Source: an optimization exercise on an open RTL-to-GDS flow (aim: small area). Production flows keep margins and buffers that such runs may drop. Only simulation tests tie the RTL to the original design; equivalence was not proved. Power figures rest on the tool's default switching activity, not on a simulated workload.

File: design/flow/config.mk
export PLATFORM = sky130hd
export DESIGN_NAME = top
export DESIGN_NICKNAME = top
export VERILOG_FILES = /design/flow/design.v
export SDC_FILE = /design/flow/constraint.sdc
export NUM_CORES = 4
export LEC_CHECK = 0
export CAP_MARGIN = 20
export CORE_MARGIN = 2
export CORE_UTILIZATION = 40
export CTS_BUF_LIST = sky130_fd_sc_hd__clkbuf_8
export CTS_CLUSTER_DIAMETER = 60
export CTS_CLUSTER_SIZE = 20
export PLACE_DENSITY = 0.6
export SLEW_MARGIN = 20
File: design/flow/constraint.sdc
create_clock -name core_clock -period 10.0 [get_ports {clk}]
set_input_delay 2.0000 -clock core_clock [delete_from_list [all_inputs] [get_ports {clk}]]
set_output_delay 2.0000 -clock core_clock [all_outputs]
set_load 0.01 [all_outputs]
File: design/flow/design.v
module top(input        clk,
           input        rst,
           input        btn1,
           input        vive_sensor,
           output [2:0] led,
           output       transmission,
           output       clock,
           output       data);
   reg [3:0]  c10;
   reg [3:0]  c100;
   reg [13:0] cs;
   reg        blink;
   localparam [13:0] CS_SEED = 14'd15416, CS_LAST = 14'd256;
   wire tick    = &c10;
   wire us_tick = tick & (c100 == 4'd9);
   wire cs_last = cs == CS_LAST;
   wire s_tick  = us_tick & cs_last;
   always @(posedge clk) begin
      if (rst) begin
         c10 <= 4'd5; c100 <= 0; cs <= CS_SEED; blink <= 0;
      end else begin
         c10 <= tick ? 4'd6 : c10 + 4'd1;
         if (tick) c100 <= (c100 == 4'd9) ? 4'd0 : c100 + 4'd1;
         if (us_tick) cs <= cs_last ? CS_SEED : {cs[12:0], cs[13] ^ cs[12]};
         if (s_tick) blink <= ~blink;
      end
   end
   reg prev_sensor, edge_r;
   always @(posedge clk) begin
      prev_sensor <= vive_sensor;
      edge_r      <= !rst && (vive_sensor ^ prev_sensor);
   end
   reg [14:0] cnt;
   reg [3:0]  cls;
   function [3:0] classify(input [14:0] d);
      if      (d < 40)             classify = 4'd9;
      else if (d > 60  && d < 72)  classify = 4'd1;
      else if (d > 71  && d < 82)  classify = 4'd2;
      else if (d > 81  && d < 92)  classify = 4'd3;
      else if (d > 91  && d < 102) classify = 4'd4;
      else if (d > 101 && d < 114) classify = 4'd5;
      else if (d > 113 && d < 124) classify = 4'd6;
      else if (d > 123 && d < 135) classify = 4'd7;
      else if (d > 134 && d < 148) classify = 4'd8;
      else                         classify = 4'd0;
   endfunction
   always @(posedge clk) begin
      if (rst) begin
         cnt <= 0; cls <= 4'd9;
      end else if (edge_r) begin
         cls <= classify(cnt);
         cnt <= 0;
      end else if (us_tick) begin
         cnt <= cnt + 15'd1;
      end
   end
   function [6:0] pack(input [3:0] a, input [3:0] b);
      pack = {b[2], (b[3] & !a[3]) ? a[2] : b[1], b[0],
              !a[3] & (b[3] | a[2]), a[3] ? b[3] : a[1], a[0]};
      pack[6] = a[3] | b[3];
   endfunction
   function [7:0] unpack(input [6:0] c);
      reg bsmall;
      begin
         bsmall = !c[6] | (!c[2] & !c[1]);
         unpack = {c[6] & (c[2] | c[1]), c[5] & bsmall, c[4] & bsmall, c[3],
                   c[6] & !c[2], c[2] & (!c[6] | c[4]), c[1] & (!c[6] | c[2]), c[0]};
      end
   endfunction
   reg [7:0]  index;
   reg [3:0]  even_slot;
   reg [48:0] pairs;      
   reg [3:0]  slot15;
   reg [55:0] frame;      
   reg        frame_zero;
   wire       complete = index == 8'd15;
   always @(posedge clk) begin
      if (rst) begin
         index <= 0; frame_zero <= 1;
      end else if (edge_r) begin
         index <= index + 8'd1;
      end else if (complete) begin
         frame <= {pack(even_slot, slot15), pairs}; frame_zero <= 0; index <= 0;
      end
   end
   always @(posedge clk)
     if (edge_r) even_slot <= cls;
   always @(posedge clk)
     if (rst) slot15 <= 0;
     else if (edge_r && index == 8'd15) slot15 <= cls;
   always @(posedge clk)
     if (edge_r && index[7:4] == 0 && index[0] && index[3:1] != 3'd7)
       pairs <= {pack(even_slot, cls), pairs[48:7]};
   reg        state;      
   reg        nb;         
   reg [2:0]  p;          
   reg        sending;
   reg [2:0]  sidx;
   reg [55:0] txbuf;
   reg        tx_zero;
   reg        hold;
   wire [7:0] cur_byte = unpack(txbuf[p*7 +: 7]);
   wire dbit = state && p == 3'd7 ? hold : (cur_byte[sidx] & !tx_zero);
   always @(posedge clk) begin
      if (rst) begin
         state <= 0; nb <= 0; p <= 3'd7; sending <= 0; sidx <= 0; tx_zero <= 1;
      end else begin
         nb <= state & tick & !sending;
         if (!state && !sending && complete) begin
            state   <= 1;
            txbuf   <= frame;
            tx_zero <= frame_zero;
            hold    <= dbit;
         end
         if (nb) begin
            p       <= p + 3'd1;
            sending <= 1;
            if (p == 3'd6) state <= 0;
         end else if (tick && sending) begin
            sidx    <= sidx + 3'd1;
            sending <= sidx != 3'd7;
         end
      end
   end
   assign data         = dbit;
   assign transmission = sending;
   assign clock        = c100[0];
   assign led[0]       = state | sending;
   assign led[1]       = blink;
   assign led[2]       = rst;
endmodule
File: design/flow/run.sh
#!/bin/bash
# synth_recipe.tcl (not shown) runs the flow's synth.tcl, then flattens the netlist and writes it again
# the make line also repeats each setting of config.mk as NAME=value (left out here)
make -C /OpenROAD-flow-scripts/flow DESIGN_CONFIG=/design/flow/config.mk WORK_HOME=/design/flow/orfs CLKGATE_MAP_FILE= SYNTH_SCRIPT=/design/flow/synth_recipe.tcl finish
==> results of run 1 <==
==> flip-flops by register name, indices dropped and copies added, names as in the netlist <==
register / flops
frame: 56
txbuf: 56
pairs: 49
cnt: 15
cs: 14
index: 8
c100: 4
c10: 4
cls: 4
even_slot: 4
slot15: 4
p: 3
sidx: 3
blink: 1
edge_r: 1
frame_zero: 1
hold: 1
nb: 1
prev_sensor: 1
sending: 1
state: 1
tx_zero: 1
==> routing by layer <==
metal / up-vias / GRT usage / routed length (um)
li1: 2272 / - / -
met1: 2241 / 0.1564 / 6430
met3: 20 / 0.02418 / 499
met2: 73 / 0.2079 / 6773
met4: 0 / 0.02646 / 274
met5: - / 0 / 0
==> power by group through the flow <==
| stage | clock network [mW] | registers [mW] | logic (mW) |
|---|---|---|---|
| global placement | 0 | 1.06 | 0.0208 |
| detailed placement | 0 | 1.06 | 0.0219 |
| global route | 0.571 | 1.04 | 0.0241 |
| CTS | 0.532 | 1.04 | 0.0219 |
| finish | 0.509 | 1.04 | 0.0215 |
| floorplan | 0 | 1.06 | 0.0173 |
==> final cells by class <==
| type | count | area [um2] |
|---|---|---|
| repair buffers | 14 | 125.1 |
| well taps | 280 | 350.3 |
| fillers | 1954 | 12240 |
| clock buffers | 19 | 261.5 |
| flip-flops and latches | 233 | 6326 |
| inverters | 11 | 41.29 |
| clock inverters | 13 | 97.59 |
| multi-input cells | 342 | 2316 |
==> placed cells by master, fill, tap and decap left out, drive strengths merged, types with 10 or more instances in the layout <==
master,synthesis,final
nand3,26,26
edfxtp,166,166
xnor2,14,14
nand2,60,60
clkbuf,12,19
ha,10,10
mux4,14,14
mux2i,12,12
a21oi,25,25
o21ai,17,17
xor2,10,10
inv,10,20
dfxtp,67,67
nor2,61,61
==> cells by family (layout without fill, tap and decap cells) <==
family / after synthesis / count (layout) / share of synthesized area
flip-flops: 233 / 233 / 0.7170
AND/OR/NAND/NOR: 207 / 207 / 0.1126
AO/OA/AOI/OAI: 72 / 72 / 0.05573
buffers and inverters: 39 / 57 / 0.02212
multiplexers: 29 / 29 / 0.05459
XOR/XNOR: 24 / 24 / 0.02382
adder cells (fa/ha/maj): 10 / 10 / 0.01418
==> path summary, 6_finish.rpt <==
kind,startpoint,to,cells after the start
hold reg to reg,frame[52]$_DFFE_PP_,txbuf[52]$_DFFE_PP_,0
setup / recovery,p[0]$_SDFFE_PP1P_,data,7
hold / removal,frame[52]$_DFFE_PP_,txbuf[52]$_DFFE_PP_,0
setup reg to reg,p[0]$_SDFFE_PP1P_,hold$_DFFE_PP_,7
==> cell usage after synthesis, types with 2 or more instances <==
master	count	area share
mux4_2	14	0.036
nand3_1	26	0.015
or3_1	2	0.0014
ha_1	10	0.014
o21a_1	2	0.0017
o22ai_1	3	0.0021
dfxtp_1	67	0.15
o21ai_0	15	0.0085
and4_1	3	0.0030
nand2b_1	4	0.0028
or2_2	4	0.0028
buf_2	9	0.0051
o31ai_1	2	0.0017
nor4_1	3	0.0021
mux2i_1	11	0.012
edfxtp_1	166	0.56
buf_6	4	0.0051
nand4_1	7	0.0050
nor3b_1	6	0.0051
a211o_1	2	0.0020
o211ai_1	4	0.0034
xor2_1	10	0.0099
nor3_1	9	0.0051
nor2b_1	6	0.0043
and2_1	3	0.0021
clkbuf_1	12	0.0051
and3_1	5	0.0035
a21oi_1	24	0.014
o21ai_1	2	0.0011
nand2_1	60	0.026
mux2_2	3	0.0038
xnor2_1	14	0.014
buf_4	2	0.0017
inv_1	9	0.0038
nor2_1	61	0.026
==> worst max-delay path, cell delays in order, from the launching register on <==
cell             delay (ps)
dfxtp_1                 790
buf_4                   340
mux4_2                  550
mux2i_1                 230
a21oi_1                 130
o21bai_1                200
a211oi_2                280
clkdlybuf4s50_1         600
==> notes.md, run 1 <==
max cap viols 0; Final Power around 1.6 mW; Starting Density 0.4056; Mean Syn Cell Area 14.37 um2; nature of the critical path endpoint primary output; CTS tree yes; fin util 0.4375; Setup Buffers After CTS 0; Hold WC Path Type flip-flop to flip-flop; Post-Layout Inst Area between 9000 and 10000 um2; # clock sinks 233; Die Ht 152.5 um; Clock power frac 0.324; HPWL Detailed roughly 8700 um; clock root cell clkbuf_8; Post-Layout Cell Count 912; Antenna diodes 0; fin worst setup slack roughly 4400 ps; antenna violations before repair 0; Post-DRT Antenna Nets 0; flops & latches, synth approximately 230; final WL approximately 14000 um; Cell Pwr Density roughly 160 nW/um2; vias in the first global route 4651; Std-Cell Rows 54; H-tree levels 1; routability cong. 0.8395; DR WL/cell 15.33 um; cts-stage hold buffer count 0; 1st-iter DRT viols between 300 and 400; critical path required time around 8000 ps; share of cells above drive strength 1 0.1108; switching power about 340 uW; Lkg Pwr 3.168 nW; largest net degree at the start of global routing between 50 and 60; die width approximately 150 um; DRC 0; DR vias 4606; Final Skew roughly 33 ps; post-cts resize count 0; GRT Util Overall 0.1197; Setup TNS 0 ps; Slew headroom 0.4261; vias per cell between 5 and 6; Final Max Slew Viols 0; # setup viols final 0; clock buffer count from CTS 18; placed insts just under 900; Ys Warns 1; peak supply drop 0.09988 mV; Port-buffer cells 8; Seq pwr share 0.662; RSZ-0062 raised after global routing no; GR Overflow Total 0; worst slew pin tran 859.6 ps; crit-path max FO 11; core area ~22000 um2; nets between 600 and 700; critical path arrival ~3600 ps; Synth Instances roughly 610; Layout area overhead 7.870%; min cycle time layout 5636 ps; setup slack, reg-to-reg 7270 ps; first-pass GRT wire length approximately 23000 um; Hold Violations, Final 0; area of placed instances slightly above 9000 um2; syn nets between 600 and 700; ys flop type edfxtp_1; # IOs 10; Post-synth EDFFs roughly 170; Gate power share 0.014; sequential fraction of the synthesis area 0.7170; die area 23260 um2; Clk pin slew, worst setup/hold paths between 100 and 150 ps; pre-CTS setup slack 4876 ps; ys async rst share 0; clk buf depth 3; Switching Fraction 0.2153; Synth cell types 65; Pint roughly 1.2 mW; Post-Syn Area slightly below 9000 um2; Setup crit start kind flip-flop; critical path class flip-flop to primary output; clock latency (worst-skew pair) around 530 ps; Pre-antenna DRT Iters 4; fin crit share 0.5636; outcome timing/DRC/antenna clean; WHS between 400 and 500 ps; FMAX around 180 MHz
==> inputs of run 2 (changes only) <==
==> design/flow/flow/run.sh (new file) <==
#!/bin/bash
set -e
cp standard.sh standard_copy.sh.txt
export CTS_ARGS="-sink_clustering_enable -repair_clock_nets -sink_clustering_size 20 -sink_clustering_max_diameter 60 -buf_list sky130_fd_sc_hd__clkbuf_8 -dont_use_dummy_load"
export BUFFER_PORTS_ARGS="-buffer_cell sky130_fd_sc_hd__buf_1"
bash standard.sh > standard.log 2>&1
==> design/flow/standard.sh (new file) <==
#!/bin/bash
# synth_recipe.tcl (not shown) runs the flow's synth.tcl, then flattens the netlist and writes it again
# the make line also repeats each setting of config.mk as NAME=value (left out here)
make -C /OpenROAD-flow-scripts/flow DESIGN_CONFIG=/design/flow/config.mk WORK_HOME=/design/flow/orfs CLKGATE_MAP_FILE= SYNTH_SCRIPT=/design/flow/synth_recipe.tcl "${@:-finish}"
removed: design/flow/run.sh
==> notes.md, run 2 <==
outcome timing/DRC/antenna clean; critical path class flip-flop to primary output; Fillers 1989 (+1.8%); Hold Violations, Final 0 (unchanged); Post-DRT Antenna Nets 0 (unchanged); DR vias 4593 (-0.28%); clk buf depth 3 (unchanged); most frequent cells in the layout edfxtp_1 (166), dfxtp_1 (67), nor2_1 (60), nand2_1 (60), nand3_1 (26); share of cells above drive strength 1 0.09887 (-0.01189); most common cell in the netlist edfxtp_1; commonest cells in the netlist edfxtp_1 (166), dfxtp_1 (67), nor2_1 (61); clock latency (worst-skew pair) 510 ps (-20 ps); Ys Warns 1 (unchanged); clock root cell clkbuf_8; first-pass GRT wire length 23430 um (+0.95%); final WL 13970 um (about the same); WHS Endpoint txbuf[27]$_DFFE_PP_; clock buffer count from CTS 17 (-1); sequential fraction of the synthesis area 0.7170 (unchanged); peak supply drop 0.06960 mV (-30%); ys async rst share 0 (unchanged); Setup Buffers After CTS 0 (unchanged); register area 6326 um2 (unchanged); commonest non-fill, non-tap cell in the layout edfxtp_1; FF-to-FF path depth 7 (unchanged); H-tree levels 1 (unchanged); Die Ht 152.5 um (unchanged); Antenna diodes 0 (unchanged); die area 23260 um2 (unchanged); area leader, netlist edfxtp_1; worst reg2reg startpoint p[0]$_SDFFE_PP1P_; area of placed instances 9110 um2 (-0.53%); Setup TNS 0 ps (unchanged); 1st-iter DRT viols 281 (-16%); HPWL Detailed 8648 um (-0.39%); nets 633 (-0.16%); fin crit share 0.4980 (-0.06558); top flop regs frame (56), txbuf (56), pairs (49); Hold WC Path Type flip-flop to flip-flop; critical path arrival 2980 ps (-660 ps); HP Start frame[27]$_DFFE_PP_; DRC 0 (unchanged); Std-Cell Rows 54 (unchanged); # clock sinks 233 (unchanged); Synth Instances 614 (unchanged); Final Skew 67.99 ps (+35.20 ps); Lkg Pwr 3.079 nW (-2.8%); vias in the first global route 4660 (+0.19%); Post-Syn Area 8823 um2 (unchanged); routability cong. 0.8125 (-3.2%); post-synth top area share 0.5649 (unchanged); largest net degree at the start of global routing 58 (unchanged); # setup viols final 0 (unchanged); placed insts 880 (unchanged); Post-Layout Inst Area 9344 um2 (-1.8%); # IOs 10 (unchanged); nature of the critical path endpoint primary output; Final Max Slew Viols 0 (unchanged); DR WL/cell 15.57 um (+1.6%); ys flop type edfxtp_1; die width 152.5 um (unchanged); syn nets 628 (unchanged); max cap viols 0 (unchanged); Port-buffer cells 8 (unchanged); antenna violations before repair 0 (unchanged); Pre-antenna DRT Iters 4 (unchanged); vias per cell 5.120 (+1.4%); Slew headroom 0.4291 (+0.002961); critical path required time 8000 ps (about the same); Mean Syn Cell Area 14.37 um2 (unchanged); Post-synth EDFFs 166 (unchanged); core area 21760 um2 (unchanged); Layout area overhead 5.899%; RSZ-0062 raised after global routing no; Starting Density 0.4056 (unchanged); Setup crit start kind flip-flop; area of the multi-input gates 2316 um2 (unchanged); Cell Pwr Density 158.2 nW/um2 (-4.1%); flops & latches, synth 233 (unchanged); Post-Layout Cell Count 897 (-1.6%); FMAX 200.8 MHz (+13%); post-cts resize count 0 (unchanged); min cycle time layout 4980 ps (-655.8 ps); crit-path max FO 15 (+4); setup slack, reg-to-reg 7510 ps (+240 ps); GRT Util Overall 0.1215 (+0.001786); Synth area leaders edfxtp_1 (56%), dfxtp_1 (15%), mux4_2 (3.6%); terminus of the critical flop-to-flop path hold$_DFFE_PP_; hold path depth 0 (unchanged); Synth cell types 65 (unchanged); Clk pin slew, worst setup/hold paths 110 ps (about the same); worst slew pin tran 855.2 ps (-4.435 ps); CTS tree yes; cts-stage hold buffer count 0 (unchanged); GR Overflow Total 0 (unchanged)
[run 2: worst max path at each step]
stage	start	endpoint	slack, ps	depth (start not counted)
6_report	p[0]$_SDFFE_PP1P_	data	5020	7
5_1_grt	p[0]$_SDFFE_PP1P_	data	4790	7
4_1_cts	p[0]$_SDFFE_PP1P_	data	4940	7
3_5_place_dp	p[0]$_SDFFE_PP1P_	data	5540	7
3_3_place_gp	p[0]$_SDFFE_PP1P_	data	5580	7
2_1_floorplan	rst	hold$_DFFE_PP_	3330	2
[run 2: metrics by stage]
step                      hold WS [ps]    util  worst slack (ps)  power [mW]
final                            363.2  0.4295              5020       1.478
after global routing             372.8  0.4295              4794       1.544
after CTS                        364.5  0.4295              4940       1.503
after detailed placement         404.5  0.4187              5542       1.083
after global placement           400.3  0.4187              5580       1.081
after floorplan                  400.3       -              3332       1.075
[run 2: critical path, stage by stage, from the launching register on]
cell and delay, ps:
dfxtp_1 380, buf_4 340, mux4_2 580, mux2i_1 310
nor2b_1 280, a221oi_2 100, a211oi_2 280, buf_1 200
[run 2: layout make-up]
| type | count | area share |
|---|---|---|
| Sequential cell | 233 | 0.6770 |
| Multi-Input combinational cell | 342 | 0.2479 |
| Tap cell | 280 | 0.03749 |
| Clock buffer | 17 | 0.02504 |
| Timing Repair Buffer | 14 | 0.008168 |
| Inverter | 11 | 0.004419 |
[run 2: cell families (layout without fill, tap and decap cells)]
family / Yosys count / in the layout / synth area share
AO/OA/AOI/OAI: 72 / 72 / 0.05573
XOR/XNOR: 24 / 24 / 0.02382
adder cells (fa/ha/maj): 10 / 10 / 0.01418
buffers and inverters: 39 / 42 / 0.02212
flip-flops: 233 / 233 / 0.7170
multiplexers: 29 / 29 / 0.05459
AND/OR/NAND/NOR: 207 / 207 / 0.1126
[run 2: report_power, final]
| group | total, mW | internal (mW) | switching [mW] |
|---|---|---|---|
| Sequential | 1.04 | 1.03 | 0.00765 |
| Clock | 0.418 | 0.154 | 0.265 |
| Combinational | 0.0206 | 0.00693 | 0.0137 |
[run 2: routing by layer]
| metal | GRT usage | routed length (um) |
|---|---|---|
| met5 | 0 | 0 |
| met4 | 0.03086 | 314 |
| met2 | 0.2128 | 6889 |
| met1 | 0.1566 | 6313 |
| met3 | 0.02275 | 452 |
==> inputs of run 3 (changes only) <==
==> design/flow/flow/run.sh (replaced) <==
#!/bin/bash
set -e
cp standard.sh standard_copy.sh.txt
export CTS_ARGS="-sink_clustering_enable -repair_clock_nets -sink_clustering_size 12 -sink_clustering_max_diameter 50 -buf_list sky130_fd_sc_hd__clkbuf_4 -dont_use_dummy_load"
export BUFFER_PORTS_ARGS="-buffer_cell sky130_fd_sc_hd__buf_1"
bash standard.sh > standard.log 2>&1
--- a/design/flow/config.mk
+++ b/design/flow/config.mk
@@ -9,7 +9,7 @@
 export CORE_MARGIN = 2
 export CORE_UTILIZATION = 40
-export CTS_BUF_LIST = sky130_fd_sc_hd__clkbuf_8
-export CTS_CLUSTER_DIAMETER = 60
-export CTS_CLUSTER_SIZE = 20
+export CTS_BUF_LIST = sky130_fd_sc_hd__clkbuf_4
+export CTS_CLUSTER_DIAMETER = 50
+export CTS_CLUSTER_SIZE = 12
 export PLACE_DENSITY = 0.6
 export SLEW_MARGIN = 20
==> notes.md, run 3 <==
outcome timing/DRC/antenna clean; GR Overflow Total 0 (unchanged); peak supply drop 0.07511 mV (+7.9%); Std-Cell Rows 54 (unchanged); routability cong. 0.8125 (unchanged); Final Max Slew Viols 0 (unchanged); nets 641 (+1.3%); FMAX 195.7 MHz (-2.5%); first-pass GRT wire length 23760 um (+1.4%); ys flop type edfxtp_1; Final Power 1.446 mW (-2.1%); Synth Instances 614 (unchanged); Lkg Pwr 3.071 nW (-0.23%); Starting Density 0.4056 (unchanged); Setup crit start kind flip-flop; crit-path max FO 15 (unchanged); DR vias 4635 (+0.91%); Post-synth EDFFs 166 (unchanged); max cap viols 0 (unchanged); area leader, netlist edfxtp_1; post-cts resize count 0 (unchanged); H-tree levels 1 (unchanged); sequential fraction of the synthesis area 0.7170 (unchanged); fin util 0.4274 (-0.002128); WHS 394.0 ps (+30.80 ps); fin crit share 0.5109 (+0.01293); critical path arrival 3110 ps (+130 ps); Antenna diodes 0 (unchanged); HPWL Detailed 8648 um (unchanged); share of cells above drive strength 1 0.1104 (+0.01153); Post-Layout Cell Count 905 (+0.89%); ys async rst share 0 (unchanged); Slew headroom 0.4294 (about the same); vias in the first global route 4724 (+1.4%); clock latency (worst-skew pair) 650 ps (+140 ps); Layout area overhead 5.374%; Setup TNS 0 ps (unchanged); # clock sinks 233 (unchanged); die area 23260 um2 (unchanged); register area 6326 um2 (unchanged); flops & latches, synth 233 (unchanged); Clk pin slew, worst setup/hold paths 110 ps (about the same); min cycle time layout 5109 ps (+129.3 ps); post-synth top area share 0.5649 (unchanged); syn nets 628 (unchanged); clk buf depth 3 (unchanged); clock root cell clkbuf_4; critical path required time 8000 ps (about the same); top flop regs frame (56), txbuf (56), pairs (49); core area 21760 um2 (unchanged); commonest non-fill, non-tap cell in the layout edfxtp_1; placed insts 880 (unchanged); nature of the critical path endpoint primary output; largest net degree at the start of global routing 58 (unchanged); most frequent cells in the layout edfxtp_1 (166), dfxtp_1 (67), nor2_1 (60), nand2_1 (60), nand3_1 (26); antenna violations before repair 0 (unchanged); area of the multi-input gates 2316 um2 (unchanged); 1st-iter DRT viols 256 (-8.9%); DR WL/cell 15.64 um (+0.41%); die width 152.5 um (unchanged); Die Ht 152.5 um (unchanged); Synth area leaders edfxtp_1 (56%), dfxtp_1 (15%), mux4_2 (3.6%); Setup Buffers After CTS 0 (unchanged); Port-buffer cells 8 (unchanged); commonest cells in the netlist edfxtp_1 (166), dfxtp_1 (67), nor2_1 (61); vias per cell 5.122 (about the same); Synth cell types 65 (unchanged); Mean Syn Cell Area 14.37 um2 (unchanged); worst slew pin tran 854.7 ps (-0.4786 ps); Final Skew 46.20 ps (-21.79 ps); GRT Util Overall 0.1232 (+0.001727); Post-DRT Antenna Nets 0 (unchanged); final WL 14150 um (+1.3%); Hold WC Path Type flip-flop to flip-flop; CTS tree yes; Ys Warns 1 (unchanged); Post-Syn Area 8823 um2 (unchanged); Cell Pwr Density 155.6 nW/um2 (-1.7%); Pre-antenna DRT Iters 4 (unchanged); critical path class flip-flop to primary output; most common cell in the netlist edfxtp_1; clock buffer count from CTS 25 (+8); cts-stage hold buffer count 0 (unchanged); Fillers 2000 (+0.55%); Hold Violations, Final 0 (unchanged); DRC 0 (unchanged); RSZ-0062 raised after global routing no; # setup viols final 0 (unchanged); # IOs 10 (unchanged)
[run 3: logic make-up after synthesis]
| kind of cell | count (synthesis) | share of synthesized area |
|---|---|---|
| compound gates | 72 | 0.05573 |
| simple gates | 207 | 0.1126 |
| flops | 233 | 0.7170 |
| mux | 29 | 0.05459 |
| fa+ha+maj | 10 | 0.01418 |
| buf+inv | 39 | 0.02212 |
| xor+xnor | 24 | 0.02382 |
[run 3: area by class of cell]
cell class	count	share of cell area
flip-flops and latches	233	0.6804
inverters	11	0.004441
multi-input cells	342	0.2491
well taps	280	0.03768
clock buffers	25	0.02019
repair buffers	14	0.008209
[run 3: report_power, final]
group          switching, mW  internal [mW]  leakage (nW)
clock network          0.272          0.115         0.115
registers            0.00765           1.03          2.03
logic                 0.0137        0.00693         0.927
total                  0.293           1.15          3.07
[run 3: worst max-delay path, stage by stage, from the launching register on]
cell      delay, ps
dfxtp_1         380
buf_4           340
mux4_2          580
mux2i_1         320
nor2b_1         280
a221oi_2        100
a211oi_2        280
buf_1           200
[run 3: final timing paths]
| check | start | to | slack, ps | cells after the start |
|---|---|---|---|---|
| min reg2reg | pairs[6]$_DFFE_PP_ | frame[6]$_DFFE_PP_ | 390 | 0 |
| max | p[0]$_SDFFE_PP1P_ | data | 4890 | 7 |
| max reg2reg | p[0]$_SDFFE_PP1P_ | hold$_DFFE_PP_ | 7530 | 7 |
| min | pairs[6]$_DFFE_PP_ | frame[6]$_DFFE_PP_ | 390 | 0 |
[run 3: through the flow]
| step | area (um2) | worst slack (ps) |
|---|---|---|
| finish | 9298 | 4891 |
| global route | 9298 | 4655 |
| CTS | 9298 | 4805 |
| detailed placement | 9110 | 5542 |
| global placement | 9110 | 5580 |
| floorplan | 8823 | 3332 |
[run 3: metal layers]
| layer | track usage | wire, um |
|---|---|---|
| met2 | 0.2126 | 6820 |
| met4 | 0.03175 | 347 |
| met1 | 0.1595 | 6469 |
| met3 | 0.02617 | 515 |
| met5 | 0 | 0 |

## static timing again, ports no longer ideal
No port has a modelled driver above. Below, the same layouts with a new extraction and two added sets of constraints.
Step 1 (the two cells are an assumption about what drives the block):
set clk [get_ports {clk}]
set_driving_cell -lib_cell sky130_fd_sc_hd__clkbuf_16 $clk
set_driving_cell -lib_cell sky130_fd_sc_hd__buf_2 [delete_from_list [all_inputs] $clk]
Step 2 moves the port delays by t, midway between the first and last clock arrival at a register: inputs arrive t later, outputs are due t later. That takes back most of the time a late clock gives input paths.
Slacks: no drivers / after step 1 / after step 2; pairs: no drivers / after step 1.
run | shift t [ns] | setup slack, ns | latest minus earliest clock arrival (ns)
run 1 | 0.546 | 4.364 / 4.328 / 4.874 | 0.033 / 0.033
run 2 | 0.512 | 5.020 / 4.982 / 5.494 | 0.070 / 0.070
run 3 | 0.661 | 4.891 / 4.856 / 5.518 | 0.055 / 0.055
After both steps setup and hold are still met in every run listed.
